What follows belongs to an exercise in optimizing a design on an open flow for small area and a short achievable clock period; a production flow would make more cautious choices. No run shown here included a check of the RTL's function; only the layout flow was run. In every run shown here, the design's own scripts or RTL, not TritonCTS, make the clock network. No driver is modelled on the clock port, so clock power and skew are understated where the tree is cut down; a real chip needs a root buffer or a tree. No activity file was given, so power comes from the tool's default toggle rates.

===== flow/flow/run.sh =====
#!/bin/bash
# The standard layout, with the clock tree built by flow/clock_tree.tcl (a
# tree with up to FLOW_CTS_LEAF registers per leaf buffer) in
# place of TritonCTS's.
set -euo pipefail
here=$(pwd)
export FLOW_CTS_LEAF=${FLOW_CTS_LEAF:-38}
export FLOW_CLOCK_PORT=clk
bash standard.sh "PRE_CTS_TCL=$here/flow/clock_tree.tcl" "BUFFER_PORTS_ARGS=-buffer_cell sky130_fd_sc_hd__buf_2" finish > "$here/make_finish.log" 2>&1
test -f out/final.def

===== flow/flow/clock_tree.tcl =====
set ::ct_leaf [expr {[info exists ::env(FLOW_CTS_LEAF)] ? $::env(FLOW_CTS_LEAF) : 32}]
set ::ct_cell sky130_fd_sc_hd__clkbuf_16
set ::ct_port_max 4
set ::ct_block [ord::get_db_block]
set ::ct_master [[ord::get_db] findMaster $::ct_cell]

proc ct_center {iterms} {
  set sx 0.0; set sy 0.0
  foreach it $iterms {
    set b [[$it getInst] getBBox]
    set sx [expr {$sx + ([$b xMin] + [$b xMax]) / 2.0}]
    set sy [expr {$sy + ([$b yMin] + [$b yMax]) / 2.0}]
  }
  set n [llength $iterms]
  return [list [expr {$sx / $n}] [expr {$sy / $n}]]
}

proc ct_split {iterms k} {
  if {$k <= 1} { return [list $iterms] }
  set pts {}
  set xs {}; set ys {}
  foreach it $iterms {
    set b [[$it getInst] getBBox]
    set x [expr {([$b xMin] + [$b xMax]) / 2}]
    set y [expr {([$b yMin] + [$b yMax]) / 2}]
    lappend pts [list $it $x $y]
    lappend xs $x; lappend ys $y
  }
  set xs [lsort -integer $xs]; set ys [lsort -integer $ys]
  set axis [expr {([lindex $xs end] - [lindex $xs 0]) >= ([lindex $ys end] - [lindex $ys 0]) ? 1 : 2}]
  set pts [lsort -integer -index $axis $pts]
  set k1 [expr {$k / 2}]
  set h [expr {([llength $pts] * $k1 + $k / 2) / $k}]
  set a {}; set b {}
  foreach p [lrange $pts 0 [expr {$h - 1}]] { lappend a [lindex $p 0] }
  foreach p [lrange $pts $h end] { lappend b [lindex $p 0] }
  return [concat [ct_split $a $k1] [ct_split $b [expr {$k - $k1}]]]
}

proc ct_buffer {name x y in_net out_net} {
  set ct_block $::ct_block; set ct_master $::ct_master
  set inst [odb::dbInst_create $ct_block $ct_master $name]
  $inst setLocation [expr {int($x)}] [expr {int($y)}]
  $inst setPlacementStatus PLACED
  [$inst findITerm A] connect $in_net
  [$inst findITerm X] connect $out_net
  return $inst
}

proc ct_build {} {
  set port [$::ct_block findBTerm $::env(FLOW_CLOCK_PORT)]
  set clk [$port getNet]
  set sinks [$clk getITerms]
  set k [expr {([llength $sinks] + $::ct_leaf - 1) / $::ct_leaf}]
  set groups [ct_split $sinks $k]
  # the clock port drives the leaf buffers itself when there are at most
  # ct_port_max of them, else through one root buffer
  if {$k <= $::ct_port_max} {
    set feed $clk
  } else {
    set feed [odb::dbNet_create $::ct_block clknet_root]
    $feed setSigType CLOCK
  }
  puts "clock_tree: [llength $sinks] sinks in $k groups, root buffer: [expr {$k > $::ct_port_max}]"
  set i 0
  set leaves {}
  foreach g $groups {
    set net [odb::dbNet_create $::ct_block clknet_leaf_$i]
    $net setSigType CLOCK
    foreach it $g {
      $it disconnect
      $it connect $net
    }
    lassign [ct_center $g] x y
    set inst [ct_buffer clkbuf_leaf_$i $x $y $feed $net]
    lappend leaves [$inst findITerm A]
    incr i
  }
  if {$k > $::ct_port_max} {
    lassign [ct_center $leaves] x y
    ct_buffer clkbuf_root $x $y $clk $feed
  }
  $clk setSigType CLOCK
}
ct_build

set_propagated_clock [all_clocks]
proc clock_tree_synthesis {args} {
  puts "clock_tree: TritonCTS skipped, the tree is built"
}

===== flow/standard.sh =====
#!/bin/bash
# synth_recipe.tcl (not shown) runs the flow's synth.tcl, then flattens the netlist and writes it again
# the make line also repeats each setting of config.mk as NAME=value (left out here)
make -C /OpenROAD-flow-scripts/flow DESIGN_CONFIG=/design/flow/config.mk WORK_HOME=/design/flow/orfs CLKGATE_MAP_FILE= SYNTH_SCRIPT=/design/flow/synth_recipe.tcl "${@:-finish}"

===== flow/config.mk =====
export PLATFORM = sky130hd
export DESIGN_NAME = Benes_8p
export DESIGN_NICKNAME = Benes_8p
export VERILOG_FILES = /design/flow/design.v
export SDC_FILE = /design/flow/constraint.sdc
export NUM_CORES = 4
export LEC_CHECK = 0
export CAP_MARGIN = 20
export CORE_MARGIN = 2
export CORE_UTILIZATION = 60
export SETUP_SLACK_MARGIN = 1.3
export SLEW_MARGIN = 20

===== flow/constraint.sdc =====
create_clock -name core_clock -period 2.5 [get_ports {clk}]
set_input_delay 0.5000 -clock core_clock [delete_from_list [all_inputs] [get_ports {clk}]]
set_output_delay 0.5000 -clock core_clock [all_outputs]
set_load 0.01 [all_outputs]

===== flow/design.v =====
module Col0_Links (
    input  [23:0] p,
    output [9:0]  c
);
    wire [1:0] d [0:7];
    genvar k;
    generate for (k = 0; k < 8; k = k + 1) begin : g_d
        assign d[k] = p[3*k+1 +: 2];
    end endgenerate
    wire bd01 = (d[0] == d[2]) | (d[1] == d[3]);
    wire bs02 = (d[0] == d[5]) | (d[1] == d[4]);
    wire bd02 = (d[0] == d[4]) | (d[1] == d[5]);
    wire bs03 = (d[0] == d[7]) | (d[1] == d[6]);
    wire bd03 = (d[0] == d[6]) | (d[1] == d[7]);
    wire bs12 = (d[2] == d[5]) | (d[3] == d[4]);
    wire bd12 = (d[2] == d[4]) | (d[3] == d[5]);
    wire bs13 = (d[2] == d[7]) | (d[3] == d[6]);
    wire bd13 = (d[2] == d[6]) | (d[3] == d[7]);
    wire bs23 = (d[4] == d[7]) | (d[5] == d[6]);
    wire bd23 = (d[4] == d[6]) | (d[5] == d[7]);
    wire n13  = ~(bs13 | bd13);
    assign c[0] = bd01;
    assign c[1] = ~((bs02 & bd12) | (bd02 & bs12));
    assign c[2] = ~((bs03 & bd13) | (bd03 & bs13));
    assign c[3] = bs12 | (~bd12 & ~bd02);
    assign c[4] = bd12 | (~bs12 & ~bd02);
    assign c[5] = bs13;
    assign c[6] = bd13;
    assign c[7] = n13 & bs23;
    assign c[8] = n13 & bd23;
    assign c[9] = n13 & ~(bs23 | bd23 | bd03);
endmodule
module Col0_Settings (
    input  [9:0] c,
    output [2:0] s0
);
    wire s1 = ~c[0] & c[1] & c[2];
    wire x1 = c[5] | (c[7] & c[3]) | (c[8] & ~c[3]) | c[9];
    wire x0 = c[6] | (c[7] & c[4]) | (c[8] & ~c[4]) | c[9];
    assign s0[0] = s1;
    assign s0[1] = s1 ? c[3] : c[4];
    assign s0[2] = s1 ? x1 : x0;
endmodule
module Sub_Route (
    input [1:0] g0,
    input       g1h,
    input [1:0] g2,
    input       g3l,
    output [4:0] s     
);
    wire c11 = g2[1] ^ g0[1];
    wire a   = ~g0[0];
    wire b   = c11 ? ~g2[0] : ~g3l;
    assign s[0] = c11;
    assign s[1] = ~g0[1];
    assign s[2] = ~g1h;
    assign s[3] = g0[1] ? b : a;
    assign s[4] = g0[1] ? a : b;
endmodule
module Rest_Route (
    input  [2:0] m0,
    input  [2:1] m1,
    input  [2:0] u1,
    input        l1h,
    input  [2:0] u2,
    input  [2:1] l2,
    input  [2:0] m6,
    input  [2:0] m7,
    input        s3,
    input        s3n,
    output [3:0] t,
    output [4:0] bu,
    output [4:0] bl
);
    wire [2:0] u3 = ({3{s3}} & m6) | ({3{s3n}} & m7);
    wire       l3 = (s3 & m7[1]) | (s3n & m6[1]);
    genvar j;
    generate for (j = 0; j < 4; j = j + 1) begin : g_t
        assign t[j] = (m0 == 2*j) | (u1 == 2*j) | (u2 == 2*j) | (u3 == 2*j);
    end endgenerate
    Sub_Route u(.g0(m0[2:1]), .g1h(u1[2]), .g2(u2[2:1]), .g3l(u3[1]), .s(bu));
    Sub_Route l(.g0(m1[2:1]), .g1h(l1h),   .g2(l2),      .g3l(l3),    .s(bl));
endmodule
module Benes_8p (input wire [2:0] mp0, mp1, mp2, mp3, mp4, mp5, mp6, mp7,
    input clk,
    output wire [19:0] state
);
    wire [23:0] p0 = {mp7, mp6, mp5, mp4, mp3, mp2, mp1, mp0};
    wire [9:0] c_w;
    Col0_Links c0l(.p(p0), .c(c_w));
    reg [23:0] p1;
    reg [9:0]  c1;
    always @(posedge clk) begin
        p1 <= p0;
        c1 <= c_w;
    end
    wire [2:0] s0_w;
    Col0_Settings c0s(.c(c1), .s0(s0_w));
    reg [2:0] s0_2;
    reg       s3n_2;
    reg [2:0] m0_2, u1_2, u2_2, m6_2, m7_2;
    reg [2:1] m1_2, l2_2;
    reg       l1h_2;
    always @(posedge clk) begin
        s0_2  <= s0_w;
        s3n_2 <= ~s0_w[2];
        m0_2  <= p1[2:0];
        m1_2  <= p1[5:4];
        u1_2  <= s0_w[0] ? p1[8:6]   : p1[11:9];
        l1h_2 <= s0_w[0] ? p1[11]    : p1[8];
        u2_2  <= s0_w[1] ? p1[14:12] : p1[17:15];
        l2_2  <= s0_w[1] ? p1[17:16] : p1[14:13];
        m6_2  <= p1[20:18];
        m7_2  <= p1[23:21];
    end
    wire [3:0] t_w;
    wire [4:0] bu_w, bl_w;
    Rest_Route rr(.m0(m0_2), .m1(m1_2), .u1(u1_2), .l1h(l1h_2), .u2(u2_2), .l2(l2_2),
                  .m6(m6_2), .m7(m7_2), .s3(s0_2[2]), .s3n(s3n_2),
                  .t(t_w), .bu(bu_w), .bl(bl_w));
    reg [16:0] q3, q4, q5, q6, q7;
    always @(posedge clk) begin
        q3 <= {t_w, s0_2, bl_w, bu_w};
        q4 <= q3;
        q5 <= q4;
        q6 <= q5;
        q7 <= q6;
    end
    assign state[0]  = 1'b1;
    assign state[1]  = 1'b1;
    assign state[2]  = q7[1];
    assign state[3]  = q7[3];
    assign state[4]  = q7[13];
    assign state[5]  = q7[10];
    assign state[6]  = q7[0];
    assign state[7]  = q7[2];
    assign state[8]  = q7[4];
    assign state[9]  = q7[14];
    assign state[10] = q7[11];
    assign state[11] = 1'b1;
    assign state[12] = q7[6];
    assign state[13] = q7[8];
    assign state[14] = q7[15];
    assign state[15] = q7[12];
    assign state[16] = q7[5];
    assign state[17] = q7[7];
    assign state[18] = q7[9];
    assign state[19] = q7[16];
endmodule

==> impl_results.md, run 1 <==
* DRC violation total after the first TritonRoute iteration at approximately 120
* Number of endpoints with negative hold slack in the final report at 0
* Post-synth design cell area at roughly 0.0039 mm2
* Area of placed instances at a little over 0.004 mm2
* Worst endpoint required time at 2.63 ns
* Final Setup Violations at 0
* Starting utilization of the core area at between 60% and 70%
* Lkg Pwr at between 1.5 and 2 nW
* Clock network power share at between 10% and 20%
* Clock network latency to the later pin of the worst-skew pair at about 0.17 ns
* Cell Count, Final, Fillers Out at approximately 400
* Setup CP Type: flop to flop
* Clock Pin Slew Worst Setup and Hold Paths at 0.12 ns
* Cell depth of the worst min-delay path at 0
* Worst-path fanout max at 7
* Maximum frequency from static timing analysis at around 770 MHz
* Core Area at between 0.006 and 0.007 mm2
* Largest cells by area after synthesis: sky130_fd_sc_hd__dfxtp_1, sky130_fd_sc_hd__xor2_1, sky130_fd_sc_hd__nand2_1
* Register bit total from synthesis at 142
* Area growth from synthesis to layout at 12.3%
* Count of final max-slew check failures at 0
* Average size of a mapped cell at about 13 um2
* Net total in the final layout at ~360
* Most common cell after layout, fill and taps aside: sky130_fd_sc_hd__dfxtp_1
* Power Dens Cells at around 950 mW/mm2
* Post-synthesis cell type count at 30
* Commonest register cell after synthesis: sky130_fd_sc_hd__dfxtp_1
* Portion of the post-synthesis area used by sequential elements at between 70% and 80%
* Combinational fraction of design power at 13.3%
* Endpoint of the worst hold-timing path: q6[15]$_DFF_P_
* First-pass iteration count of the detailed router at 4
* Min-Delay Startpoint: q5[15]$_DFF_P_
* Number of buffers added on ports at 40
* Std-Cell Rows at 29
* Synth async-reset ratio at 0%
* Hold Path Class: flop to flop
* DRC at 0
* Data arrival, critical path at roughly 1.4 ns
* Antenna Cells at 0
* Int Power at 0.00332 W
* Routed via count at approximately 2,000
* I/O pin count at 45
* First-pass GRT wire length at approximately 8000 um
* Setup repair after global routing missed its margin: yes
* Placer's final routability congestion estimate at around 0.8
* Endpoint of the worst-slack reg-to-reg timing path: s3n_2$_DFF_P_
* Final worst path period share at roughly 52%
* Fraction of power spent switching nets at around 21%
* Mean number of vias per cell at ~4.8
* Reg-to-Reg Start: c1[0]$_DFF_P_
* Total wirelength of the detailed-routed design at ~4900 um
* Max cap viols at 0
* Area of the die at 0.00724 mm2
* Post-route clock skew at ~0.008 ns
* Outcome: timing/DRC/antenna clean
* Sequential Power Share at about 68%
* Net switching power at a little over 0.0009 W
* CP cell instances: nand3b_4, mux2i_4, buf_12, mux2i_2, and3b_1
* Overflow left after global routing at 0
* Number of instances in the synthesized netlist at 300
* Post-synth top area share at between 70 and 80%
* Dominant cell type by area after synthesis: sky130_fd_sc_hd__dfxtp_1
* Post-detailed-route wirelength per cell at around 12 um
* Summed negative setup slack over all endpoints at 0 ns
* Overall routing resource usage at 13.3%
* Proportion of layout cells with a drive suffix above 1 at between 20 and 25%
* Critical Path Source Type: flop
* Die outline height at 85.1 um
* Warning count from the yosys run at 2
* Vias in the first global route at about 1,800
* Hpwl dp at 3400 um
* Top library cells by usage in the layout, fill and taps aside: sky130_fd_sc_hd__dfxtp_1, sky130_fd_sc_hd__xor2_1, sky130_fd_sc_hd__buf_2
* Post-CTS Hold Fix Bufs at 0
* Number of antenna violations at the first check in global routing at 0
* Fin area at roughly 0.0044 mm2
* Number of enable flip-flop cells after synthesis at 0
* R2R depth at 5
* Worst path slowest cell: sky130_fd_sc_hd__dfxtp_1
* Worst stage delay on the critical path at approximately 0.33 ns
* Largest net degree at the start of global routing at 37
* Chip width at about 85 um
* FF-to-FF setup slack at between 1 and 1.5 ns
* Number of instances in the placed design at roughly 400
* Antenna Violating Nets Remaining at 0
* Min Tclk post-route at 1.30 ns
* Kind of end point of the critical path: flop
* Worst voltage drop across the vdd grid at 0.00107 V
## cells by family after synthesis
group | after synthesis | synth area share, %
flops | 142 | 72.0
xor+xnor | 46 | 10.2
simple gates | 41 | 5.26
compound gates | 33 | 5.39
buf+inv | 26 | 3.77
mux | 11 | 3.26
other cells | 1 | 0.0950
## critical path, delay by kind of cell (launching register included)
family | cells | cell delay, ns
mux | 2 | 0.47
flops | 1 | 0.33
buf+inv | 1 | 0.15
simple gates | 2 | 0.31
## metrics by stage
stage | hold slack (ns) | worst slack [ns] | util [%] | power [W]
finish | 0.337 | 1.20 | 69.8 | 0.00423
global route | 0.344 | 1.14 | 69.8 | 0.00445
CTS | 0.339 | 1.20 | 68.2 | 0.00423
detailed placement | 0.312 | 1.01 | 65.1 | 0.00342
global placement | 0.310 | 1.03 | 65.1 | 0.00340
floorplan | 0.310 | 1.22 | - | 0.00327
## power by group through the flow
stage / Clock, W / Combinational (W) / Sequential [W]
2_1_floorplan: 0 / 0.000338 / 0.00294
3_3_place_gp: 0 / 0.000480 / 0.00292
3_5_place_dp: 0 / 0.000484 / 0.00294
6_report: 0.000790 / 0.000562 / 0.00288
5_1_grt: 0.000895 / 0.000616 / 0.00294
4_1_cts: 0.000813 / 0.000537 / 0.00288
## sequential cells by signal (all words and copies together), names as in the netlist
name and count:
l1h_2 1, m0_2 3, p1 23, m6_2 3, u2_2 3, u1_2 3
q6 17, q3 17, s0_2 3, s3n_2 1, q5 17, l2_2 2
m1_2 2, q4 17, c1 10, q7 17, m7_2 3
## cells in the mapped netlist (2+ instances only)
| library cell | instances |
|---|---|
| sky130_fd_sc_hd__a21oi_1 | 4 |
| sky130_fd_sc_hd__a22o_1 | 2 |
| sky130_fd_sc_hd__a22oi_1 | 6 |
| sky130_fd_sc_hd__buf_2 | 5 |
| sky130_fd_sc_hd__buf_4 | 8 |
| sky130_fd_sc_hd__buf_6 | 2 |
| sky130_fd_sc_hd__clkbuf_1 | 5 |
| sky130_fd_sc_hd__dfxtp_1 | 142 |
| sky130_fd_sc_hd__inv_1 | 6 |
| sky130_fd_sc_hd__mux2_2 | 5 |
| sky130_fd_sc_hd__mux2i_1 | 5 |
| sky130_fd_sc_hd__nand2_1 | 19 |
| sky130_fd_sc_hd__nand3b_1 | 4 |
| sky130_fd_sc_hd__nor2_1 | 8 |
| sky130_fd_sc_hd__nor3_1 | 5 |
| sky130_fd_sc_hd__o21ai_0 | 7 |
| sky130_fd_sc_hd__o21bai_1 | 2 |
| sky130_fd_sc_hd__o22ai_1 | 9 |
| sky130_fd_sc_hd__xnor2_1 | 8 |
| sky130_fd_sc_hd__xor2_1 | 38 |
## routing by layer
layer | wire (um) | part of all wire, % | track usage (%) | vias up
met5 | 0 | 0 | 0 | -
met4 | 139 | 2.9 | 3.32 | 0
met3 | 202 | 4.1 | 1.56 | 12
met2 | 2410 | 49 | 24.9 | 44
met1 | 2120 | 43 | 16.2 | 888
li1 | - | - | - | 1012
## worst max-delay path by stage
| stage | from | cells after the start | slack, ns | end |
|---|---|---|---|---|
| after floorplan | mp6[1] | 5 | 1.22 | c1[7]$_DFF_P_ |
| after global placement | mp6[2] | 5 | 1.03 | c1[7]$_DFF_P_ |
| after detailed placement | mp7[2] | 5 | 1.01 | c1[9]$_DFF_P_ |
| after CTS | c1[0]$_DFF_P_ | 5 | 1.20 | s3n_2$_DFF_P_ |
| after global routing | c1[0]$_DFF_P_ | 5 | 1.14 | s3n_2$_DFF_P_ |
| final | c1[0]$_DFF_P_ | 5 | 1.20 | s3n_2$_DFF_P_ |
## final cells by class
| type | instances | area [um2] |
|---|---|---|
| multi-input combinational | 134 | 1070 |
| fill | 461 | 1920 |
| inverter | 6 | 22.5 |
| tap | 77 | 96.3 |
| sequential | 142 | 2840 |
| timing repair buffer | 45 | 303 |
| buffer | 4 | 100 |
## what timing repair did
item | in CTS | in global routing
endpoints found under the setup margin | 10 | 14
resized for setup | 17 | 18
buffers inserted | 3 | 2
pin swaps | 5 | 9
==> run 2: changes to the inputs <==
--- a/flow/design.v
+++ b/flow/design.v
@@ -58,22 +58,22 @@
     assign s[4] = g0[1] ? a : b;
 endmodule
 module Rest_Route (
-    input  [2:0] m0,
-    input  [2:1] m1,
-    input  [2:0] u1,
-    input        l1h,
-    input  [2:0] u2,
-    input  [2:1] l2,
-    input  [2:0] m6,
-    input  [2:0] m7,
-    input        s3,
-    input        s3n,
-    output [3:0] t,
-    output [4:0] bu,
-    output [4:0] bl
+    input  [2:0]  m0,
+    input  [2:1]  m1,
+    input  [2:0]  u1,
+    input         l1h,
+    input  [5:0]  m45,     
+    input  [5:0]  m67,     
+    input  [1:0]  s,       
+    input  [1:0]  sn,
+    output [3:0]  t,
+    output [4:0]  bu,
+    output [4:0]  bl
 );
-    wire [2:0] u3 = ({3{s3}} & m6) | ({3{s3n}} & m7);
-    wire       l3 = (s3 & m7[1]) | (s3n & m6[1]);
+    wire [2:0] u2 = ({3{s[0]}} & m45[2:0]) | ({3{sn[0]}} & m45[5:3]);
+    wire [2:0] u3 = ({3{s[1]}} & m67[2:0]) | ({3{sn[1]}} & m67[5:3]);
+    wire [1:0] l2 = ({2{s[0]}} & m45[5:4]) | ({2{sn[0]}} & m45[2:1]);
+    wire       l3 = (s[1] & m67[4])        | (sn[1] & m67[1]);
     genvar j;
     generate for (j = 0; j < 4; j = j + 1) begin : g_t
         assign t[j] = (m0 == 2*j) | (u1 == 2*j) | (u2 == 2*j) | (u3 == 2*j);
@@ -96,28 +96,27 @@
     end
     wire [2:0] s0_w;
     Col0_Settings c0s(.c(c1), .s0(s0_w));
-    reg [2:0] s0_2;
-    reg       s3n_2;
-    reg [2:0] m0_2, u1_2, u2_2, m6_2, m7_2;
-    reg [2:1] m1_2, l2_2;
-    reg       l1h_2;
+    reg [2:0]  s0_2;
+    reg [1:0]  s0n_2;
+    reg [2:0]  m0_2;
+    reg [2:1]  m1_2;
+    reg [2:0]  u1_2;
+    reg        l1h_2;
+    reg [11:0] m47_2;
     always @(posedge clk) begin
         s0_2  <= s0_w;
-        s3n_2 <= ~s0_w[2];
+        s0n_2 <= ~s0_w[2:1];
         m0_2  <= p1[2:0];
         m1_2  <= p1[5:4];
-        u1_2  <= s0_w[0] ? p1[8:6]   : p1[11:9];
-        l1h_2 <= s0_w[0] ? p1[11]    : p1[8];
-        u2_2  <= s0_w[1] ? p1[14:12] : p1[17:15];
-        l2_2  <= s0_w[1] ? p1[17:16] : p1[14:13];
-        m6_2  <= p1[20:18];
-        m7_2  <= p1[23:21];
+        u1_2  <= s0_w[0] ? p1[8:6] : p1[11:9];
+        l1h_2 <= s0_w[0] ? p1[11]  : p1[8];
+        m47_2 <= p1[23:12];
     end
     wire [3:0] t_w;
     wire [4:0] bu_w, bl_w;
-    Rest_Route rr(.m0(m0_2), .m1(m1_2), .u1(u1_2), .l1h(l1h_2), .u2(u2_2), .l2(l2_2),
-                  .m6(m6_2), .m7(m7_2), .s3(s0_2[2]), .s3n(s3n_2),
-                  .t(t_w), .bu(bu_w), .bl(bl_w));
+    Rest_Route rr(.m0(m0_2), .m1(m1_2), .u1(u1_2), .l1h(l1h_2),
+                  .m45(m47_2[5:0]), .m67(m47_2[11:6]),
+                  .s(s0_2[2:1]), .sn(s0n_2), .t(t_w), .bu(bu_w), .bl(bl_w));
     reg [16:0] q3, q4, q5, q6, q7;
     always @(posedge clk) begin
         q3 <= {t_w, s0_2, bl_w, bu_w};
==> run 2 against run 1 <==
Against the previous run: power up 2.4%; worst setup slack better by 0.084 ns; highest routed layer unchanged; cell count down 0.98%; first-iteration DRC count down 45%; cell area about the same; critical path depth down 1; global-route usage up 0.48 points; sequential power up 2%; area after synthesis up 1.1%; register-to-register slack better by 0.08 ns; sequential cell count up 2; maximum frequency up 6.9%.
==> impl_results.md, run 2 <==
* Outcome: timing/DRC/antenna clean (unchanged)
* Starting utilization of the core area at 62.5% (was 62.2%)
* First-pass GRT wire length at 8260 um (was 8020 um)
* Clock network latency to the later pin of the worst-skew pair at 0.18 ns (was 0.17 ns)
* Area fraction in compound gates after synthesis at 7.40% (was 5.39%)
* Most common cell after layout, fill and taps aside: sky130_fd_sc_hd__dfxtp_1 (unchanged)
* DRC at 0 (unchanged)
* Post-synth top area share at 72.2% (was 72.0%)
* Min Tclk post-route at 1.21 ns (was 1.30 ns)
* Most numerous cell types in the synthesized netlist: sky130_fd_sc_hd__dfxtp_1, sky130_fd_sc_hd__xor2_1, sky130_fd_sc_hd__nand2_1 (unchanged)
* Std-Cell Rows at 29 (unchanged)
* Number of enable flip-flop cells after synthesis at 0 (unchanged)
* Post-synth design cell area at 0.00399 mm2 (was 0.00395 mm2)
* Dominant cell type by area after synthesis: sky130_fd_sc_hd__dfxtp_1 (unchanged)
* Number of buffers added on ports at 40 (unchanged)
* Routed via count at 1,938 (was 1,956)
* FF-to-FF setup slack at 1.29 ns (was 1.20 ns)
* Portion of the post-synthesis area used by sequential elements at 72.2% (was 72.0%)
* Post-synthesis cell type count at 33 (was 30)
* Maximum frequency from static timing analysis at 825 MHz (was 771 MHz)
* Worst endpoint required time at 2.56 ns (was 2.63 ns)
* Hold Path Class: flop to flop (unchanged)
* Final worst path period share at 48.5% (was 51.9%)
* Average size of a mapped cell at 13.5 um2 (was 13.2 um2)
* Synth async-reset ratio at 0% (unchanged)
* Count of final max-slew check failures at 0 (unchanged)
* Worst voltage drop across the vdd grid at 0.00101 V (was 0.00107 V)
* Proportion of layout cells with a drive suffix above 1 at 22.6% (was 21.8%)
* Number of endpoints with negative hold slack in the final report at 0 (unchanged)
* Core Area at 0.00639 mm2 (was 0.00635 mm2)
* Mean number of vias per cell at 4.80 (was 4.79)
* Register bit total from synthesis at 144 (was 142)
* Post-route clock skew at 0.00732 ns (was 0.00793 ns)
* Die outline height at 85.6 um (was 85.1 um)
* Share of cell area taken by muxes after synthesis at 1.82% (was 3.26%)
* Data arrival, critical path at 1.28 ns (was 1.43 ns)
* Placer's final routability congestion estimate at 0.853 (was 0.789)
* Clock Pin Slew Worst Setup and Hold Paths at 0.12 ns (about the same)
* Dominant combinational cell family by area after synthesis: XOR/XNOR gates (unchanged)
* Area growth from synthesis to layout at 11.0% (was 12.3%)
* Critical Path Source Type: flop (unchanged)
* Antenna Violating Nets Remaining at 0 (unchanged)
* Commonest register cell after synthesis: sky130_fd_sc_hd__dfxtp_1 (unchanged)
* Max cap viols at 0 (unchanged)
* Chip width at 85.6 um (was 85.1 um)
* Vias in the first global route at 1,837 (was 1,786)
* Post-layout util at 69.4% (was 69.8%)
* Setup repair after global routing missed its margin: yes (unchanged)
* Area of the die at 0.00732 mm2 (was 0.00724 mm2)
* Lkg Pwr at 1.91 nW (was 1.92 nW)
* Number of antenna violations at the first check in global routing at 0 (unchanged)
* Post-Synth Simple-Gate Area at 4.20% (was 5.26%)
* Setup CP Type: flop to flop (unchanged)
* Power Dens Cells at 978 mW/mm2 (was 954 mW/mm2)
* Worst-path fanout max at 6 (was 7)
* Post-synthesis adder-cell area fraction at 0% (unchanged)
* I/O pin count at 45 (unchanged)
* Most frequently used cell type in the post-synthesis netlist: sky130_fd_sc_hd__dfxtp_1 (unchanged)
* Total wirelength of the detailed-routed design at 5240 um (was 4870 um)
* Hpwl dp at 3580 um (was 3400 um)
* DRC violation total after the first TritonRoute iteration at 64 (was 117)
* Largest cells by area after synthesis: sky130_fd_sc_hd__dfxtp_1, sky130_fd_sc_hd__xor2_1, sky130_fd_sc_hd__a22oi_1 (was sky130_fd_sc_hd__dfxtp_1, sky130_fd_sc_hd__xor2_1, sky130_fd_sc_hd__nand2_1)
* Top library cells by usage in the layout, fill and taps aside: sky130_fd_sc_hd__dfxtp_1, sky130_fd_sc_hd__buf_2, sky130_fd_sc_hd__xor2_1 (was sky130_fd_sc_hd__dfxtp_1, sky130_fd_sc_hd__xor2_1, sky130_fd_sc_hd__buf_2)
* Largest net degree at the start of global routing at 37 (unchanged)
* Post-detailed-route wirelength per cell at 13.0 um (was 11.9 um)
* Overflow left after global routing at 0 (unchanged)
* Largest register by flop count: p1 (unchanged)
* Overall routing resource usage at 13.8% (was 13.3%)
* Antenna Cells at 0 (unchanged)
* Final Setup Violations at 0 (unchanged)
* Warning count from the yosys run at 2 (unchanged)
* Kind of end point of the critical path: flop (unchanged)
* Xor and xnor area share after synthesis at 10.7% (was 10.2%)
* Net total in the final layout at 354 (was 358)
* Flip-flop count of the largest register after layout at 23 (unchanged)
* First-pass iteration count of the detailed router at 4 (unchanged)
* Summed negative setup slack over all endpoints at 0 ns (unchanged)
* Number of instances in the synthesized netlist at 295 (was 300)
run 2: changes by cell type in the layout (fill, tap and decap cells not counted), moves of 3 or more:
cell	before	now
sky130_fd_sc_hd__a22oi_1	4	10
sky130_fd_sc_hd__buf_4	5	10
sky130_fd_sc_hd__nor3_1	5	0
sky130_fd_sc_hd__buf_6	8	4
sky130_fd_sc_hd__mux2_4	4	0
sky130_fd_sc_hd__o21ai_0	7	3
sky130_fd_sc_hd__xor2_1	32	28
sky130_fd_sc_hd__nand3b_1	4	1
sky130_fd_sc_hd__nor2b_1	0	3
run 2: layout make-up:
type	count	area, um2
buffer	4	100
fill	477	1950
inverter	6	22.5
multi-input combinational	128	1040
sequential	144	2890
tap	77	96.3
timing repair buffer	45	275
run 2: stage by stage:
step | hold WS [ns] | std cells | instance area (um2) | setup slack [ns] | power (W)
after detailed placement | 0.312 | 395 | 4180 | 1.03 | 0.00353
final | 0.334 | 404 | 4430 | 1.29 | 0.00433
after global placement | 0.310 | 395 | 4180 | 1.05 | 0.00349
after global routing | 0.342 | 404 | 4430 | 1.20 | 0.00455
after CTS | 0.339 | 404 | 4340 | 1.30 | 0.00434
after floorplan | 0.310 | 297 | 4080 | 1.22 | 0.00336
run 2: power breakdown:
group | total [W] | leakage [nW] | switching [W] | internal, W
combinational | 0.000576 | 0.646 | 0.000296 | 0.000280
sequential | 0.00295 | 1.21 | 0.000150 | 0.00280
clock | 0.000806 | 0.0493 | 0.000507 | 0.000299
run 2: layer usage:
metal | track usage, % | part of all wire [%]
met1 | 16.1 | 42
met2 | 26.7 | 52
met3 | 1.15 | 3.5
met4 | 3.90 | 2.9
met5 | 0 | 0
run 2: path summary, 6_finish.rpt:
check | startpoint | endpoint | depth (start not counted)
worst max register to register | s0n_2[0]$_DFF_P_ | q3[8]$_DFF_P_ | 4
worst min register to register | q6[13]$_DFF_P_ | q7[13]$_DFF_P_ | 0
worst min-delay path | q6[13]$_DFF_P_ | q7[13]$_DFF_P_ | 0
worst max-delay path | s0n_2[0]$_DFF_P_ | q3[8]$_DFF_P_ | 4
run 2: cells by family after synthesis:
logic type      after synthesis
compound gates               40
xor+xnor                     46
buf+inv                      25
flops                       144
mux                           6
other cells                   1
simple gates                 33
run 2: worst max-delay path: stages (launching register included):
cell	delay, ns
sky130_fd_sc_hd__dfxtp_4	0.39
sky130_fd_sc_hd__a22oi_2	0.20
sky130_fd_sc_hd__xnor2_2	0.15
sky130_fd_sc_hd__mux2i_1	0.26
sky130_fd_sc_hd__mux2i_1	0.11
run 2: what timing repair did:
action                     in CTS  in global routing
setup endpoints to repair      11                 15
resized for setup              11                 20
pin swaps                       3                  8
setup buffers                   5                  0
hold buffers                    0                  0
==> run 3: changes to the inputs <==
--- a/flow/config.mk
+++ b/flow/config.mk
@@ -5,6 +5,7 @@
 export SDC_FILE = /design/flow/constraint.sdc
 export NUM_CORES = 4
 export LEC_CHECK = 0
+export ABC_AREA = 1
 export CAP_MARGIN = 20
 export CORE_MARGIN = 2
 export CORE_UTILIZATION = 60
==> run 3 against run 2 <==
Against the previous run: critical path depth rose by 5; area after synthesis rose by 6.9%; synthesized cell count rose by 42%; sequential share of layout area fell by 1.7 points; cell count rose by 34%.
==> impl_results.md, run 3 <==
* Antenna Cells at 0 (unchanged)
* Number of endpoints with negative hold slack in the final report at 0 (unchanged)
* Flip-flop count of the largest register after layout at 23 (unchanged)
* Clock network latency to the later pin of the worst-skew pair at 0.18 ns (about the same)
* Number of instances in the synthesized netlist at 420 (was 295)
* Outcome: timing/DRC/antenna clean (unchanged)
* Final worst path period share at 47.1% (was 48.5%)
* Min-Delay Startpoint: q5[16]$_DFF_P_ (was q6[13]$_DFF_P_)
* Critical Path Source Type: input port (was flop)
* Post-synth design cell area at 0.00427 mm2 (was 0.00399 mm2)
* Data arrival, critical path at 1.30 ns (was 1.28 ns)
* Register bit total from synthesis at 144 (unchanged)
* Worst-path fanout max at 8 (was 6)
* Most frequently used cell type in the post-synthesis netlist: sky130_fd_sc_hd__dfxtp_1 (unchanged)
* Setup repair after global routing missed its margin: yes (unchanged)
* Number of antenna violations at the first check in global routing at 0 (unchanged)
* DRC violation total after the first TritonRoute iteration at 105 (was 64)
* Std-Cell Rows at 30 (was 29)
* Kind of end point of the critical path: flop (unchanged)
* # fillers at 578 (was 477)
* Portion of the post-synthesis area used by sequential elements at 67.6% (was 72.2%)
* Count of final max-slew check failures at 0 (unchanged)
* Clock Pin Slew Worst Setup and Hold Paths at 0.12 ns (about the same)
* Largest net degree at the start of global routing at 37 (unchanged)
* Area growth from synthesis to layout at 6.33% (was 11.0%)
* Synth async-reset ratio at 0% (unchanged)
* Power Dens Cells at 936 mW/mm2 (was 978 mW/mm2)
* Post-route clock skew at 0.00733 ns (was 0.00732 ns)
* R2R depth at 7 (was 4)
* DRC at 0 (unchanged)
* Post-synthesis cell type count at 25 (was 33)
* Maximum frequency from static timing analysis at 850 MHz (was 825 MHz)
* Number of enable flip-flop cells after synthesis at 0 (unchanged)
* Proportion of layout cells with a drive suffix above 1 at 14.8% (was 22.6%)
* Placer's final routability congestion estimate at 0.831 (was 0.853)
* I/O pin count at 45 (unchanged)
* Fin area at 0.00454 mm2 (was 0.00443 mm2)
* Net total in the final layout at 474 (was 354)
* Area of the die at 0.00780 mm2 (was 0.00732 mm2)
* Total buffers and inverters traversed by the critical path at 2 (was 0)
* Worst endpoint required time at 2.63 ns (was 2.56 ns)
* Vias in the first global route at 2,198 (was 1,837)
* Most numerous cell types in the synthesized netlist: sky130_fd_sc_hd__dfxtp_1, sky130_fd_sc_hd__nand2_1, sky130_fd_sc_hd__inv_1 (was sky130_fd_sc_hd__dfxtp_1, sky130_fd_sc_hd__xor2_1, sky130_fd_sc_hd__nand2_1)
* Max cap viols at 0 (unchanged)
* Routed via count at 2,459 (was 1,938)
* Most common cell after layout, fill and taps aside: sky130_fd_sc_hd__dfxtp_1 (unchanged)
* Warning count from the yosys run at 2 (unchanged)
* Dominant cell type by area after synthesis: sky130_fd_sc_hd__dfxtp_1 (unchanged)
* Top library cells by usage in the layout, fill and taps aside: sky130_fd_sc_hd__dfxtp_1, sky130_fd_sc_hd__nand2_1, sky130_fd_sc_hd__inv_1 (was sky130_fd_sc_hd__dfxtp_1, sky130_fd_sc_hd__buf_2, sky130_fd_sc_hd__xor2_1)
* Min Tclk post-route at 1.18 ns (was 1.21 ns)
* Mean number of vias per cell at 4.53 (was 4.80)
* Endpoint of the worst hold-timing path: q6[16]$_DFF_P_ (was q7[13]$_DFF_P_)
* Hpwl dp at 4320 um (was 3580 um)
* Post-detailed-route wirelength per cell at 11.1 um (was 13.0 um)
* Starting utilization of the core area at 62.5% (about the same)
* Worst path slowest cell: sky130_fd_sc_hd__buf_2 (was sky130_fd_sc_hd__dfxtp_4)
* CP cell instances: buf_2, inv_1, nand2_1, nand2_1, nand2_1, nand2_1, nor2_1, nand2_1, nor2_2 (was a22oi_2, xnor2_2, mux2i_1, mux2i_1)
* Largest register by flop count: p1 (unchanged)
* Lkg Pwr at 2.18 nW (was 1.91 nW)
* Family of cells with the greatest summed delay on the critical path: simple AND/OR/NAND/NOR gates (was flip-flops)
* Summed negative setup slack over all endpoints at 0 ns (unchanged)
* Cell depth of the worst min-delay path at 0 (unchanged)
* Total wirelength of the detailed-routed design at 6010 um (was 5240 um)
* Final Setup Violations at 0 (unchanged)
* Number of buffers added on ports at 40 (unchanged)
* Core Area at 0.00683 mm2 (was 0.00639 mm2)
* First-pass GRT wire length at 9640 um (was 8260 um)
* Number of post-CTS setup repair buffers at 0 (was 5)
* Overall routing resource usage at 15.3% (was 13.8%)
* Dominant cell type by count on the critical path: sky130_fd_sc_hd__nand2_1 (was sky130_fd_sc_hd__mux2i_1)
* Post-synth top area share at 67.6% (was 72.2%)
* Worst voltage drop across the vdd grid at 0.000431 V (was 0.00101 V)
* Endpoint of the worst-slack reg-to-reg timing path: q3[4]$_DFF_P_ (was q3[8]$_DFF_P_)
* Chip width at 88.3 um (was 85.6 um)
* First-pass iteration count of the detailed router at 4 (unchanged)
* Area of placed instances at 0.00442 mm2 (was 0.00418 mm2)
* Largest cells by area after synthesis: sky130_fd_sc_hd__dfxtp_1, sky130_fd_sc_hd__nand2_1, sky130_fd_sc_hd__xnor2_1 (was sky130_fd_sc_hd__dfxtp_1, sky130_fd_sc_hd__xor2_1, sky130_fd_sc_hd__a22oi_1)
* Setup CP Type: input port to flop (was flop to flop)
* Antenna Violating Nets Remaining at 0 (unchanged)
* Overflow left after global routing at 0 (unchanged)
* Reg-to-Reg Start: s0_2[1]$_DFF_P_ (was s0n_2[0]$_DFF_P_)
* Die outline height at 88.3 um (was 85.6 um)
* Commonest register cell after synthesis: sky130_fd_sc_hd__dfxtp_1 (unchanged)
* FF-to-FF setup slack at 1.40 ns (was 1.29 ns)
* Average size of a mapped cell at 10.2 um2 (was 13.5 um2)
* Worst stage delay on the critical path at 0.20 ns (was 0.39 ns)
* Hold Path Class: flop to flop (unchanged)
## run 3: layout make-up
class | instances | area (um2) | area share [%]
Tap cell | 96 | 120 | 2.65
Timing Repair Buffer | 40 | 213 | 4.69
Buffer | 4 | 100 | 2.21
Multi-Input combinational cell | 214 | 1050 | 23.1
Inverter | 45 | 171 | 3.78
Sequential cell | 144 | 2890 | 63.6
## run 3: power by group
part	switching (W)	leakage (nW)	internal, W
clock network	0.000515	0.0493	0.000300
registers	0.000125	1.21	0.00275
logic	0.000339	0.915	0.000213
## run 3: what timing repair did
action | in CTS | in global routing
resized for setup | 0 | 8
hold buffers | 0 | 0
setup endpoints to repair | 0 | 8
## run 3: metal layers
metal | global-route usage, % | wire length [um]
met2 | 31.4 | 3170
met1 | 17.6 | 2580
met4 | 2.07 | 88
met5 | 0 | 0
met3 | 0.933 | 179
## run 3: worst max-delay path by stage
stage	start	to	slack, ns	cells after the start
final	mp6[1]	c1[9]$_DFF_P_	1.32	9
after CTS	s0n_2[1]$_DFF_P_	q3[13]$_DFF_P_	1.32	5
after global placement	mp6[1]	c1[9]$_DFF_P_	1.16	9
after detailed placement	mp6[1]	c1[9]$_DFF_P_	1.14	9
after global routing	mp6[1]	c1[9]$_DFF_P_	1.24	9
after floorplan	mp2[1]	c1[9]$_DFF_P_	1.33	7
## run 3: worst register-to-register path, delay by kind of cell (launching register included)
family / cells / cell delay (ns)
buffers and inverters: 1 / 0.10
AND/OR/NAND/NOR: 6 / 0.51
flip-flops: 1 / 0.39
## run 3: cells by family after synthesis
kind of cell,Yosys count,share of synthesized area [%]
other,1,0.0879
AND/OR/NAND/NOR,169,16.5
XOR/XNOR,27,5.54
AO/OA/AOI/OAI,15,2.29
flip-flops,144,67.6
buffers and inverters,64,8.06
## run 3: metrics by stage
| stage | util, % | power, W | std cells | hold slack, ns | setup slack (ns) |
|---|---|---|---|---|---|
| 4_1_cts | 66.2 | 0.00427 | 543 | 0.340 | 1.32 |
| 6_report | 66.4 | 0.00425 | 543 | 0.338 | 1.32 |
| 2_1_floorplan | - | 0.00331 | 422 | 0.310 | 1.33 |
| 3_5_place_dp | 64.7 | 0.00348 | 539 | 0.312 | 1.14 |
| 3_3_place_gp | 64.7 | 0.00345 | 539 | 0.310 | 1.16 |
| 5_1_grt | 66.4 | 0.00447 | 543 | 0.344 | 1.24 |
==> run 4: changes to the inputs <==
--- a/flow/config.mk
+++ b/flow/config.mk
@@ -9,5 +9,5 @@
 export CAP_MARGIN = 20
 export CORE_MARGIN = 2
 export CORE_UTILIZATION = 60
-export SETUP_SLACK_MARGIN = 1.3
+export SETUP_SLACK_MARGIN = 1.4
 export SLEW_MARGIN = 20
==> run 4 against run 3 <==
Against the previous run: maximum frequency rose by 5.1%; routed wire length rose by 3.2%; global-route usage grew 0.51 points; worst hold slack got worse by 0.0035 ns; sequential share of layout area is 4.0 points lower; cell count grew 0.55%; power up 2.9%; register-to-register slack gained 0.08 ns; combinational power increased by 21%; largest power group unchanged.
==> impl_results.md, run 4 <==
* DRC at 0 (unchanged)
* Summed negative setup slack over all endpoints at 0 ns (unchanged)
* Area of placed instances at 0.00450 mm2 (was 0.00442 mm2)
* Proportion of layout cells with a drive suffix above 1 at 22.7% (was 14.8%)
* Number of antenna violations at the first check in global routing at 0 (unchanged)
* Cell depth of the worst min-delay path at 0 (unchanged)
* Starting utilization of the core area at 62.5% (unchanged)
* Final Setup Violations at 0 (unchanged)
* Portion of the post-synthesis area used by sequential elements at 67.6% (unchanged)
* Commonest register cell after synthesis: sky130_fd_sc_hd__dfxtp_1 (unchanged)
* Kind of end point of the critical path: output pin (was flop)
* Hpwl dp at 4470 um (was 4320 um)
* Most common cell after layout, fill and taps aside: sky130_fd_sc_hd__dfxtp_1 (unchanged)
* DRC violation total after the first TritonRoute iteration at 87 (was 105)
* I/O pin count at 45 (unchanged)
* Placer's final routability congestion estimate at 0.857 (was 0.831)
* Std-Cell Rows at 30 (unchanged)
* Routed via count at 2,505 (was 2,459)
* Worst path slowest cell: sky130_fd_sc_hd__dfxtp_2 (was sky130_fd_sc_hd__buf_2)
* Flip-flop count of the largest register after layout at 23 (unchanged)
* Register bit total from synthesis at 144 (unchanged)
* Post-synth design cell area at 0.00427 mm2 (unchanged)
* CP cell instances: buf_6 (was buf_2, inv_1, nand2_1, nand2_1, nand2_1, nand2_1, nor2_1, nand2_1, nor2_2)
* Clock Pin Slew Worst Setup and Hold Paths at 0.11 ns (was 0.12 ns)
* Power Dens Cells at 898 mW/mm2 (was 936 mW/mm2)
* Average size of a mapped cell at 10.2 um2 (unchanged)
* Overall routing resource usage at 15.8% (was 15.3%)
* Total buffers and inverters traversed by the critical path at 1 (was 2)
* Fin area at 0.00487 mm2 (was 0.00454 mm2)
* Largest cells by area after synthesis: sky130_fd_sc_hd__dfxtp_1, sky130_fd_sc_hd__nand2_1, sky130_fd_sc_hd__xnor2_1 (unchanged)
* Count of final max-slew check failures at 0 (unchanged)
* R2R depth at 7 (unchanged)
* Mean number of vias per cell at 4.59 (was 4.53)
* Antenna Cells at 0 (unchanged)
* Area of the die at 0.00780 mm2 (unchanged)
* Dominant cell type by area after synthesis: sky130_fd_sc_hd__dfxtp_1 (unchanged)
* Post-detailed-route wirelength per cell at 11.4 um (was 11.1 um)
* Worst-path fanout max at 1 (was 8)
* Number of enable flip-flop cells after synthesis at 0 (unchanged)
* First-pass iteration count of the detailed router at 4 (unchanged)
* Share of cell area taken by muxes after synthesis at 0% (unchanged)
* Warning count from the yosys run at 2 (unchanged)
* Critical Path Source Type: flop (was input port)
* Vias in the first global route at 2,276 (was 2,198)
* Die outline height at 88.3 um (unchanged)
* # fillers at 509 (was 578)
* Area fraction in compound gates after synthesis at 2.29% (unchanged)
* Lkg Pwr at 2.33 nW (was 2.18 nW)
* Final worst path period share at 44.8% (was 47.1%)
* Hold Path Class: flop to flop (unchanged)
* Outcome: timing/DRC/antenna clean (unchanged)
* Dominant combinational cell family by area after synthesis: simple AND/OR/NAND/NOR gates (unchanged)
* Total wirelength of the detailed-routed design at 6210 um (was 6010 um)
* Most numerous cell types in the synthesized netlist: sky130_fd_sc_hd__dfxtp_1, sky130_fd_sc_hd__nand2_1, sky130_fd_sc_hd__inv_1 (unchanged)
* Clock network latency to the later pin of the worst-skew pair at 0.18 ns (about the same)
* Post-synthesis adder-cell area fraction at 0% (unchanged)
* Worst endpoint required time at 2.00 ns (was 2.63 ns)
* Antenna Violating Nets Remaining at 0 (unchanged)
* Post-Synth Simple-Gate Area at 16.5% (unchanged)
* Setup CP Type: flop to output pin (was input port to flop)
* Most frequently used cell type in the post-synthesis netlist: sky130_fd_sc_hd__dfxtp_1 (unchanged)
* Post-CTS Hold Fix Bufs at 0 (unchanged)
* Net total in the final layout at 477 (was 474)
* Min Tclk post-route at 1.12 ns (was 1.18 ns)
* Data arrival, critical path at 0.62 ns (was 1.30 ns)
* Post-synthesis cell type count at 25 (unchanged)
* First-pass GRT wire length at 9920 um (was 9640 um)
* Maximum frequency from static timing analysis at 893 MHz (was 850 MHz)
* Chip width at 88.3 um (unchanged)
* Logic depth of the worst setup path including buffers at 1 (was 9)
* Number of instances in the synthesized netlist at 420 (unchanged)
* Xor and xnor area share after synthesis at 5.54% (unchanged)
* Max cap viols at 0 (unchanged)
* Largest net degree at the start of global routing at 37 (unchanged)
* Number of buffers added on ports at 40 (unchanged)
* Largest register by flop count: p1 (unchanged)
* Family of cells with the greatest summed delay on the critical path: flip-flops (was simple AND/OR/NAND/NOR gates)
* Setup repair after global routing missed its margin: yes (unchanged)
* Area growth from synthesis to layout at 14.1% (was 6.33%)
* Post-synth top area share at 67.6% (unchanged)
* Post-route clock skew at 0.00907 ns (was 0.00733 ns)
* Synth async-reset ratio at 0% (unchanged)
* Overflow left after global routing at 0 (unchanged)
* Top library cells by usage in the layout, fill and taps aside: sky130_fd_sc_hd__dfxtp_1, sky130_fd_sc_hd__nand2_1, sky130_fd_sc_hd__inv_1 (unchanged)
* Core Area at 0.00683 mm2 (unchanged)
* Worst voltage drop across the vdd grid at 0.000477 V (was 0.000431 V)
* Number of endpoints with negative hold slack in the final report at 0 (unchanged)
* Worst stage delay on the critical path at 0.34 ns (was 0.20 ns)
run 4: cell counts after synthesis:
Identical to the previous run, type by type.
run 4: repair_timing:
item	4_1_cts	5_1_grt
gates resized for setup	15	59
endpoints found under the setup margin	27	31
buffers inserted	0	3
pin swaps	0	6
gates cloned	0	0
run 4: logic make-up after synthesis:
kind of cell | count (synthesis)
AO/OA/AOI/OAI | 15
XOR/XNOR | 27
buffers and inverters | 64
flip-flops | 144
other | 1
AND/OR/NAND/NOR | 169
run 4: layout make-up:
type                       count  area, um2  area share [%]
tap                           96        120            2.47
buffer                         4        100            2.06
sequential                   144       2900            59.6
timing repair buffer          43        383            7.87
inverter                      45        179            3.68
multi-input combinational    214       1190            24.4
run 4: layer usage:
layer | vias to the layer above | track usage (%) | wire length, um
met5 | - | 0 | 0
met4 | 0 | 3.72 | 170
met3 | 10 | 1.59 | 229
met2 | 53 | 31.2 | 3240
met1 | 1127 | 18.2 | 2570
li1 | 1315 | - | -
run 4: path summary, 6_finish.rpt:
kind	startpoint	slack, ns	endpoint
worst min-delay path	q6[2]$_DFF_P_	0.33	q7[2]$_DFF_P_
worst min register to register	q6[2]$_DFF_P_	0.33	q7[2]$_DFF_P_
worst max-delay path	q7[15]$_DFF_P_	1.38	state[14]
worst max register to register	m47_2[5]$_DFF_P_	1.48	q3[4]$_DFF_P_
run 4: power breakdown:
| part | switching (W) | internal (W) |
|---|---|---|
| clock | 0.000511 | 0.000299 |
| sequential | 0.000130 | 0.00276 |
| combinational | 0.000364 | 0.000302 |
run 4: per-stage QoR:
stage          util (%)  total power [W]  hold slack [ns]  setup slack (ns)  instances
2_1_floorplan         -          0.00333            0.310              1.36        422
3_3_place_gp       65.9          0.00346            0.310              1.11        539
3_5_place_dp       65.9          0.00350            0.312              1.12        539
4_1_cts            67.9          0.00429            0.340              1.37        543
5_1_grt            71.2          0.00460            0.339              1.34        546
6_report           71.2          0.00437            0.334              1.38        546
==> run 5: changes to the inputs <==
==> flow/design.v (replaced) <==
module Col0_Links (
    input  [23:0] p,
    output [10:0] l     
);
    wire [1:0] d [0:7];
    genvar k;
    generate for (k = 0; k < 8; k = k + 1) begin : g_d
        assign d[k] = p[3*k+1 +: 2];
    end endgenerate
    assign l[0]  = (d[0] == d[2]) | (d[1] == d[3]);
    assign l[1]  = (d[0] == d[5]) | (d[1] == d[4]);
    assign l[2]  = (d[0] == d[4]) | (d[1] == d[5]);
    assign l[3]  = (d[0] == d[7]) | (d[1] == d[6]);
    assign l[4]  = (d[0] == d[6]) | (d[1] == d[7]);
    assign l[5]  = (d[2] == d[5]) | (d[3] == d[4]);
    assign l[6]  = (d[2] == d[4]) | (d[3] == d[5]);
    assign l[7]  = (d[2] == d[7]) | (d[3] == d[6]);
    assign l[8]  = (d[2] == d[6]) | (d[3] == d[7]);
    assign l[9]  = (d[4] == d[7]) | (d[5] == d[6]);
    assign l[10] = (d[4] == d[6]) | (d[5] == d[7]);
endmodule
module Col0_Settings (
    input  [10:0] l,
    output [2:0]  s0       
);
    wire bd01 = l[0], bs02 = l[1], bd02 = l[2], bs03 = l[3], bd03 = l[4];
    wire bs12 = l[5], bd12 = l[6], bs13 = l[7], bd13 = l[8];
    wire bs23 = l[9], bd23 = l[10];
    wire n13 = ~(bs13 | bd13), n23 = ~(bs23 | bd23);
    wire s1 = ~(bd01 | (bs02 & bd12) | (bd02 & bs12) | (bs03 & bd13) | (bd03 & bs13));
    wire y1 = bs12 | (~bd12 & ~bd02);
    wire y0 = bd12 | (~bs12 & ~bd02);
    wire x1 = bs13 | (n13 & ((bs23 & y1) | (bd23 & ~y1) | (n23 & ~bd03)));
    wire x0 = bd13 | (n13 & ((bs23 & y0) | (bd23 & ~y0) | (n23 & ~bd03)));
    assign s0 = {s1 ? x1 : x0, s1 ? y1 : y0, s1};
endmodule
module Sub_Route (
    input [1:0] g0,
    input       g1h,
    input [1:0] g2,
    input       g3l,
    output [4:0] s     
);
    wire c11 = g2[1] ^ g0[1];
    wire a   = ~g0[0];
    wire b   = c11 ? ~g2[0] : ~g3l;
    assign s[0] = c11;
    assign s[1] = ~g0[1];
    assign s[2] = ~g1h;
    assign s[3] = g0[1] ? b : a;
    assign s[4] = g0[1] ? a : b;
endmodule
module Rest_Route (
    input  [23:0] p,
    input  [2:0]  s,
    input  [2:0]  sn,
    output [16:0] q     
);
    wire [3:0] sx  = {s, 1'b1};
    wire [3:0] sxn = {sn, 1'b0};
    wire [7:0] su;      
    wire [3:0] lu;      
    wire [5:0] sl;      
    genvar r;
    generate for (r = 0; r < 4; r = r + 1) begin : g_u
        assign su[2*r +: 2] = ({2{sx[r]}} & p[6*r+1 +: 2]) | ({2{sxn[r]}} & p[6*r+4 +: 2]);
        assign lu[r]        = (sx[r] & p[6*r])             | (sxn[r] & p[6*r+3]);
    end endgenerate
    assign sl[1:0] = p[5:4];                                           
    assign sl[2]   = (sx[1] & p[11])            | (sxn[1] & p[8]);           
    assign sl[4:3] = ({2{sx[2]}} & p[17:16])    | ({2{sxn[2]}} & p[14:13]);  
    assign sl[5]   = (sx[3] & p[22])            | (sxn[3] & p[19]);          
    wire [3:0] t;
    genvar j;
    generate for (j = 0; j < 4; j = j + 1) begin : g_t
        assign t[j] = (su[1:0] == j & ~lu[0]) | (su[3:2] == j & ~lu[1]) |
                      (su[5:4] == j & ~lu[2]) | (su[7:6] == j & ~lu[3]);
    end endgenerate
    wire [4:0] bu, bl;
    Sub_Route u(.g0(su[1:0]), .g1h(su[3]), .g2(su[5:4]), .g3l(su[6]), .s(bu));
    Sub_Route l(.g0(sl[1:0]), .g1h(sl[2]), .g2(sl[4:3]), .g3l(sl[5]), .s(bl));
    assign q = {t, s, bl, bu};
endmodule
module Benes_8p (input wire [2:0] mp0, mp1, mp2, mp3, mp4, mp5, mp6, mp7,
    input clk,
    output wire [19:0] state
);
    wire [23:0] p0 = {mp7, mp6, mp5, mp4, mp3, mp2, mp1, mp0};
    wire [10:0] l_w;
    Col0_Links c0l(.p(p0), .l(l_w));
    reg [23:0] p1;
    reg [10:0] l1;
    always @(posedge clk) begin
        p1 <= p0;
        l1 <= l_w;
    end
    wire [2:0] s0_w;
    Col0_Settings c0s(.l(l1), .s0(s0_w));
    reg [23:0] p2;
    reg [2:0]  s0_2;
    always @(posedge clk) begin
        p2     <= p1;
        s0_2   <= s0_w;
    end
    wire [16:0] q_w;
    Rest_Route rr(.p(p2), .s(s0_2), .sn(~s0_2), .q(q_w));
    reg [16:0] q3, q4, q5, q6, q7;
    always @(posedge clk) begin
        q3 <= q_w;
        q4 <= q3;
        q5 <= q4;
        q6 <= q5;
        q7 <= q6;
    end
    assign state[0]  = 1'b1;
    assign state[1]  = 1'b1;
    assign state[2]  = q7[1];
    assign state[3]  = q7[3];
    assign state[4]  = q7[13];
    assign state[5]  = q7[10];
    assign state[6]  = q7[0];
    assign state[7]  = q7[2];
    assign state[8]  = q7[4];
    assign state[9]  = q7[14];
    assign state[10] = q7[11];
    assign state[11] = 1'b1;
    assign state[12] = q7[6];
    assign state[13] = q7[8];
    assign state[14] = q7[15];
    assign state[15] = q7[12];
    assign state[16] = q7[5];
    assign state[17] = q7[7];
    assign state[18] = q7[9];
    assign state[19] = q7[16];
endmodule
--- a/flow/config.mk
+++ b/flow/config.mk
@@ -8,6 +8,6 @@
 export ABC_AREA = 1
 export CAP_MARGIN = 20
 export CORE_MARGIN = 2
-export CORE_UTILIZATION = 60
-export SETUP_SLACK_MARGIN = 1.4
+export CORE_UTILIZATION = 70
+export SETUP_SLACK_MARGIN = 1.3
 export SLEW_MARGIN = 20
==> run 5 against run 4 <==
Against the previous run: routed wire length shrank 1.3%; first-iteration DRC count rose by 22%; largest cell class unchanged; core utilization increased by 8.0 points; largest power group unchanged; synthesized cell count fell by 17%; sequential share of layout area up 6.8 points; cell area is 9.8% lower; critical path depth increased by 6; sequential power barely moved; clock skew grew 0.0010 ns; power is 1.6% lower; area after synthesis fell by 5.0%; combinational power shrank 15%; critical endpoint is now q3[3]$_DFF_P_.
==> impl_results.md, run 5 <==
* Summed negative setup slack over all endpoints at 0 ns (unchanged)
* Mean number of vias per cell at 5.01 (was 4.59)
* Net switching power at 0.00101 W (about the same)
* Clock Pin Slew Worst Setup and Hold Paths at 0.12 ns (was 0.11 ns)
* Largest cells by area after synthesis: sky130_fd_sc_hd__dfxtp_1, sky130_fd_sc_hd__xor2_1, sky130_fd_sc_hd__nand2_1 (was sky130_fd_sc_hd__dfxtp_1, sky130_fd_sc_hd__nand2_1, sky130_fd_sc_hd__xnor2_1)
* Number of antenna violations at the first check in global routing at 0 (unchanged)
* Worst stage delay on the critical path at 0.44 ns (was 0.34 ns)
* Overall routing resource usage at 18.9% (was 15.8%)
* Kind of end point of the critical path: flop (was output pin)
* Top library cells by usage in the layout, fill and taps aside: sky130_fd_sc_hd__dfxtp_1, sky130_fd_sc_hd__xor2_1, sky130_fd_sc_hd__nand2_1 (was sky130_fd_sc_hd__dfxtp_1, sky130_fd_sc_hd__nand2_1, sky130_fd_sc_hd__inv_1)
* Core Area at 0.00554 mm2 (was 0.00683 mm2)
* DRC violation total after the first TritonRoute iteration at 106 (was 87)
* First-pass GRT wire length at 9690 um (was 9920 um)
* Most numerous cell types in the synthesized netlist: sky130_fd_sc_hd__dfxtp_1, sky130_fd_sc_hd__nand2_1, sky130_fd_sc_hd__xor2_1 (was sky130_fd_sc_hd__dfxtp_1, sky130_fd_sc_hd__nand2_1, sky130_fd_sc_hd__inv_1)
* Post-synth design cell area at 0.00405 mm2 (was 0.00427 mm2)
* Most common cell after layout, fill and taps aside: sky130_fd_sc_hd__dfxtp_1 (unchanged)
* Worst endpoint required time at 2.58 ns (was 2.00 ns)
* Average size of a mapped cell at 11.6 um2 (was 10.2 um2)
* Proportion of layout cells with a drive suffix above 1 at 17.0% (was 22.7%)
* Routed via count at 2,251 (was 2,505)
* Fraction of power spent switching nets at 23.6% (was 23.0%)
* Max cap viols at 0 (unchanged)
* Number of buffers added on ports at 40 (unchanged)
* Worst voltage drop across the vdd grid at 0.000882 V (was 0.000477 V)
* Hpwl dp at 4020 um (was 4470 um)
* Post-route clock skew at 0.0101 ns (was 0.00907 ns)
* Largest registers: p1 (23), p2 (23)
* Commonest register cell after synthesis: sky130_fd_sc_hd__dfxtp_1 (unchanged)
* Post-CTS Hold Fix Bufs at 0 (unchanged)
* Hold Path Class: flop to flop (unchanged)
* First-pass iteration count of the detailed router at 4 (unchanged)
* Register bit total from synthesis at 145 (was 144)
* Share of cell area taken by muxes after synthesis at 0% (unchanged)
* Lkg Pwr at 2.01 nW (was 2.33 nW)
* Int Power at 0.00329 W (was 0.00337 W)
* Maximum frequency from static timing analysis at 823 MHz (was 893 MHz)
* Synth async-reset ratio at 0% (unchanged)
* Antenna Violating Nets Remaining at 0 (unchanged)
* Worst-case hold slack at 0.334 ns (about the same)
* Net total in the final layout at 404 (was 477)
* Number of endpoints with negative hold slack in the final report at 0 (unchanged)
* Overflow left after global routing at 0 (unchanged)
* Worst path slowest cell: sky130_fd_sc_hd__dfxtp_4 (was sky130_fd_sc_hd__dfxtp_2)
* Count of final max-slew check failures at 0 (unchanged)
* Post-synthesis adder-cell area fraction at 0% (unchanged)
* CP cell instances: nand2_1, o21ai_4, nand2_2, nand2_2, nand2_2, nand3_1, nand2_1 (was buf_6)
* Dominant cell type by area after synthesis: sky130_fd_sc_hd__dfxtp_1 (unchanged)
* Power Total at 0.00430 W (was 0.00437 W)
* Warning count from the yosys run at 2 (unchanged)
* Setup repair after global routing missed its margin: no (was yes)
* # fillers at 346 (was 509)
* Total wirelength of the detailed-routed design at 6120 um (was 6210 um)
* Min Tclk post-route at 1.21 ns (was 1.12 ns)
* Dominant combinational cell family by area after synthesis: XOR/XNOR gates (was simple AND/OR/NAND/NOR gates)
* Clock network power share at 19.0% (was 18.5%)
* Worst-path fanout max at 7 (was 1)
* Outcome: timing/DRC/antenna clean (unchanged)
* Worst-margin pin slew at 0.491 ns
* Clock network latency to the later pin of the worst-skew pair at 0.18 ns (about the same)
* Post-synth top area share at 71.6% (was 67.6%)
* Vias in the first global route at 2,154 (was 2,276)
* Final Setup Violations at 0 (unchanged)
* Xor and xnor area share after synthesis at 9.51% (was 5.54%)
* Post-synthesis cell type count at 24 (was 25)
* Area growth from synthesis to layout at 8.27% (was 14.1%)
* Data arrival, critical path at 1.30 ns (was 0.62 ns)
* Post-Synth Simple-Gate Area at 9.39% (was 16.5%)
* Placer's final routability congestion estimate at 0.827 (was 0.857)
* Die outline height at 80.1 um (was 88.3 um)
* Post-detailed-route wirelength per cell at 13.6 um (was 11.4 um)
* Power Dens Cells at 980 mW/mm2 (was 898 mW/mm2)
* Sequential Power Share at 67.8% (was 66.2%)
* Starting utilization of the core area at 73.1% (was 62.5%)
* Area of the die at 0.00641 mm2 (was 0.00780 mm2)
* Dominant cell type by count on the critical path: sky130_fd_sc_hd__nand2_2
* Chip width at 80.1 um (was 88.3 um)
* Worst slew margin at approximately 67%
* Setup CP Type: flop to flop (was flop to output pin)
* Antenna Cells at 0 (unchanged)
* Most frequently used cell type in the post-synthesis netlist: sky130_fd_sc_hd__dfxtp_1 (unchanged)
* Combinational fraction of design power at 13.2% (was 15.3%)
* Portion of the post-synthesis area used by sequential elements at 71.6% (was 67.6%)
* Largest net degree at the start of global routing at 38 (was 37)
* Std-Cell Rows at 27 (was 30)
* Number of enable flip-flop cells after synthesis at 0 (unchanged)
* DRC at 0 (unchanged)
* Critical Path Source Type: flop (unchanged)
* I/O pin count at 45 (unchanged)
* Final worst path period share at 48.6% (was 44.8%)
* Post-layout util at 79.2% (was 71.2%)
* Number of instances in the synthesized netlist at 350 (was 420)
* Area fraction in compound gates after synthesis at 4.20% (was 2.29%)
## run 5: changes by cell type after synthesis, moves of 7 or more
cell and change:
sky130_fd_sc_hd__inv_2 -7, sky130_fd_sc_hd__xnor2_1 -23, sky130_fd_sc_hd__o22ai_1 +10, sky130_fd_sc_hd__nand2_1 -88
sky130_fd_sc_hd__buf_6 -7, sky130_fd_sc_hd__nand3_1 +13, sky130_fd_sc_hd__buf_4 -8, sky130_fd_sc_hd__inv_1 -10
sky130_fd_sc_hd__buf_2 +12, sky130_fd_sc_hd__xor2_1 +40
## run 5: per-layer routing
metal / track usage, % / wire, um / share of wire (%) / vias up
met5: 0 / 0 / 0 / -
met4: 2.20 / 133 / 2.2 / 0
met3: 1.46 / 241 / 3.9 / 10
met2: 38.3 / 3280 / 54 / 62
met1: 22.1 / 2470 / 40 / 1039
li1: - / - / - / 1140
## run 5: logic make-up (layout without fill, tap and decap cells)
family,after synthesis,count (layout)
buf+inv,47,72
xor+xnor,44,44
flops,145,145
compound gates,28,28
other cells,1,3
simple gates,85,85
## run 5: timing repair
| action | CTS | global route |
|---|---|---|
| pin swaps | 0 | 1 |
| endpoints found under the setup margin | 9 | 8 |
| resized for setup | 6 | 12 |
| setup buffers | 1 | 0 |
## run 5: path summary, 6_finish.rpt
path | endpoint | startpoint | slack [ns] | cells past startpoint
worst min register to register | q4[5]$_DFF_P_ | q3[5]$_DFF_P_ | 0.33 | 0
worst max-delay path | q3[3]$_DFF_P_ | s0_2[1]$_DFF_P_ | 1.29 | 7
worst min-delay path | q4[5]$_DFF_P_ | q3[5]$_DFF_P_ | 0.33 | 0
worst max register to register | q3[3]$_DFF_P_ | s0_2[1]$_DFF_P_ | 1.29 | 7
## run 5: layout make-up
| class | instances | area (um2) | share of cell area (%) |
|---|---|---|---|
| sequential | 145 | 2910 | 66.4 |
| multi-input combinational | 160 | 971 | 22.1 |
| timing repair buffer | 41 | 211 | 4.82 |
| inverter | 27 | 101 | 2.31 |
| buffer | 4 | 100 | 2.28 |
| tap | 72 | 90.1 | 2.05 |
## run 5: power by group through the flow
stage / Combinational [W] / Clock (W) / Sequential, W
after floorplan: 0.000342 / 0 / 0.00295
after global placement: 0.000481 / 0 / 0.00294
after detailed placement: 0.000513 / 0 / 0.00297
after CTS: 0.000543 / 0.000828 / 0.00291
after global routing: 0.000632 / 0.000903 / 0.00296
final: 0.000568 / 0.000818 / 0.00292
## run 5: critical path: cells and delay by family (launching register included)
kind	cells	cell delay, ns
AND/OR/NAND/NOR	6	0.56
AO/OA/AOI/OAI	1	0.12
flip-flops	1	0.44
## run 5: through the flow
stage	cells	worst slack [ns]	area, um2
global placement	444	1.18	4240
CTS	449	1.31	4360
floorplan	352	1.40	4060
global route	449	1.25	4390
finish	449	1.29	4390
detailed placement	444	1.06	4240

-- port drivers added, routing unchanged --
No port has a modelled driver above. Below, the same layouts with a new extraction and two added sets of constraints.
Step 1, drivers: a clkbuf_16 drives clk and a buf_2 each remaining input, both assumed.
Step 2 also shifts input and output timing later by t, the mid clock arrival at the registers, as if the neighbouring blocks saw the same clock.
Three values: ideal ports, drivers, drivers and shift; two values: the first two.
run	t, ns	slack for setup (ns)	pins driven straight from the clock port
run 1	0.240	1.203 / 1.203 / 1.071	4
run 2	0.249	1.287 / 1.287 / 1.104	4
run 3	0.247	1.323 / 1.292 / 1.130	4
run 4	0.248	1.380 / 1.303 / 1.248	4
run 5	0.249	1.285 / 1.281 / 1.285	4
After both steps setup and hold are still met in every run listed. For run 3, which loses most, drivers alone change the setup slack by -0.031 ns; drivers and shift together by -0.193 ns.
